What follows belongs to an exercise in optimizing a design on an open flow for small area and a short achievable clock period; a production flow would make more cautious choices. The RTL was checked by simulation tests, not by an equivalence proof against the original design. Power figures rest on the tool's default switching activity, not on a simulated workload.

build 19:
Design singlecycle, start of the top module:
module singlecycle (
  input  logic  clk, rst,
  input  logic [31:0] sw, btn,
  input  logic [31:0] instr,
  input  logic [31:0] dmem_rdata,
  output logic [8:0]  dmem_addr,
  output logic [31:0] dmem_wdata,
  output logic        dmem_we,
  output logic [31:0] hex0, hex1, hex2, hex3, hex4, hex5, hex6, hex7, ledr, ledg, lcd,
  output logic [31:0] pcdebug
);
Size in the first run: ~6,500 cells after synthesis, ~0.072 mm2 of cells after synthesis.
export LEC_CHECK = 0
export CAP_MARGIN = 10
export CORE_MARGIN = 2
export CORE_UTILIZATION = 45
export CTS_BUF_LIST = sky130_fd_sc_hd__clkbuf_4
export PLACE_DENSITY = 0.6
export SETUP_SLACK_MARGIN = 5
export SLEW_MARGIN = 10
export SYNTH_HIERARCHICAL = 1
export SYNTH_MINIMUM_KEEP_SIZE = 3000
export TNS_END_PERCENT = 10
create_clock -name core_clock -period 14.0 [get_ports {clk}]
standard.sh (not shown) runs the stock make flow with config.mk's settings and CLKGATE_MAP_FILE= SYNTH_SCRIPT=/design/flow/synth_recipe.tcl, a recipe that flattens the netlist after the stock synthesis.
==> flow/flow/run.sh <==
#!/bin/bash
# The standard layout (the standard.sh, all ORFS steps unchanged) with one
# difference: the buffers that buffer_ports puts on every input and output
# port are buf_1 cells (resized later by repair where timing needs it)
# instead of the default clkdlybuf4s50_1 delay cells.
set -euo pipefail
bash standard.sh 'BUFFER_PORTS_ARGS=-buffer_cell sky130_fd_sc_hd__buf_1' finish > standard.log 2>&1
Every stage of the flow completed for build 19, and the final layout passed the timing, design-rule and antenna checks.
Input-level comparison between build 82 and build 19:
==> flow/flow/run.sh <==
#!/bin/bash
# The standard layout (the standard.sh, all ORFS steps) with two changes:
# - synthesis runs flow/synth.tcl: the standard flow's synthesis script with a different
#   ABC script (flow/abc.script) for mapping the logic;
# - the buffers that buffer_ports puts on every input and output port are
#   buf_1 cells (resized later by repair where timing needs it) instead of the
#   default clkdlybuf4s50_1 delay cells.
# make's and the tools' full output goes to standard.log; ORFS keeps each
# step's log under orfs/logs.
set -euo pipefail
export FLOW_ABC_SCRIPT="$PWD/flow/abc.script"
bash standard.sh "SYNTH_SCRIPT=$PWD/flow/synth.tcl" \
  'BUFFER_PORTS_ARGS=-buffer_cell sky130_fd_sc_hd__buf_1' finish > standard.log 2>&1
==> flow/flow/abc.script (new file) <==
&get -n
&st
&dch
&nf
&st
&syn2
&if -g -K 6
&synch2
&nf
&st
&syn2
&if -g -K 6
&synch2
&nf -R 1000
&put
topo
stime -c
dnsize -c
==> flow/flow/synth.tcl (new file) <==
# The standard flow's synthesis script (synth_recipe.tcl), unchanged except that the ABC
# run that maps the logic to cells uses flow/abc.script: ORFS's speed script
# with two rounds of restructuring instead of five, more area-recovery rounds
# in the last mapping, and no buffering or upsizing in ABC (the layout's
# repair buffers and sizes with the real constraints and wires). Flip-flops are mapped before ABC, so the
# registers, their names and their cells are the standard synthesis's.
proc synth {args} { yosys synth -nofsm -noshare {*}$args }
proc abc {args} {
  set i [lsearch -exact $args -script]
  if {$i >= 0} { lset args [expr {$i + 1}] $::env(FLOW_ABC_SCRIPT) }
  yosys abc {*}$args
}
source $::env(SCRIPTS_DIR)/synth.tcl
# left out here: clear keep_hierarchy, flatten, clean up, hide names made inside functions, write 1_2_yosys.v
[summary]
Per the comparison of build 82 with build 19, wire length of the first global-routing pass lost about 2.4%, count of clock-net buffers in the final layout increased by 15 relative to the old numbers, post-route cell area fell 0.0031 mm2, global-route met3 utilization went down by 3.4 points. Setup WNS build 19 -> build 82: better.
Inputs modified between build 82 and build 97:
- a change of PLACE_DENSITY from 0.6 to 0.65
==> flow/flow/abc.script <==
&get -n
&st
&dch
&nf
&st
&syn2
&if -g -K 6
&synch2
&nf
&st
&syn2
&if -g -K 6
&synch2
&nf -R 1000
&put
buffer -c
topo
stime -c
upsize -c
dnsize -c
==> flow/flow/synth.tcl <==
# The standard flow's synthesis script (synth_recipe.tcl), unchanged except that the ABC
# run that maps the logic to cells uses flow/abc.script: ORFS's speed script
# with two rounds of restructuring instead of five and more area-recovery
# rounds in the last mapping. Flip-flops are mapped before ABC, so the
# registers, their names and their cells are the standard synthesis's.
proc synth {args} { yosys synth -nofsm -noshare {*}$args }
proc abc {args} {
  set i [lsearch -exact $args -script]
  if {$i >= 0} { lset args [expr {$i + 1}] $::env(FLOW_ABC_SCRIPT) }
  yosys abc {*}$args
}
source $::env(SCRIPTS_DIR)/synth.tcl
# left out here: clear keep_hierarchy, flatten, clean up, hide names made inside functions, write 1_2_yosys.v
--- outcome ---
There was hardly any difference in final standard cell area without fillers between build 82 and build 97.
Re global-route usage over all layers: build 82 was higher than build 97.
Relative to build 82, the vertical die dimension measured on build 97 has increased slightly.
Final worst-path setup slack is lower on build 97
Build 97 vs build 82 on post-synth design cell area: build 97 is the higher one.
Side by side, area growth from synthesis to layout turned out lower in build 97 than in build 82.
Where post-route minimum period is concerned, build 82 is better than build 97.
Edits applied to the flow inputs when going from build 97 to build 30:
- swapping 45 for 50 in CORE_UTILIZATION
- swapping 0.65 for 0.6 in PLACE_DENSITY
[summary]
Summary: design area, build 30 worse than build 97. Total number of cells along the worst setup path shrinks by more than 10% when moving from build 97 to build 30. Complete run, failing final checks: build 30, reason max-capacitance violations, max-slew violations. Build 30: total power higher than build 97.

-- port drivers added, routing unchanged --
Ports are ideal in the flow. The routed layouts listed here were re-timed in OpenROAD.
Step 1 assumes that a clkbuf_16 drives the clock port and a buf_2 every other input.
Step 2 also shifts input and output timing later by t, the mid clock arrival at the registers, as if the neighbouring blocks saw the same clock.
Three values: ideal, step 1, step 2; two values: the first two.
run | t, ns | setup slack, ns | pins driven straight from the clock port
build 19 | 1.409 | 4.392 / 4.204 / 2.795 | 1
build 82 | 1.406 | 4.578 / 4.403 / 3.551 | 1
build 97 | 1.439 | 4.474 / 4.417 / 3.025 | 1
build 30 | 1.428 | 4.447 / 4.372 / 3.156 | 1
The setup slack of build 19, which loses most, moves by -0.188 ns with the drivers and by -1.597 ns with both steps.
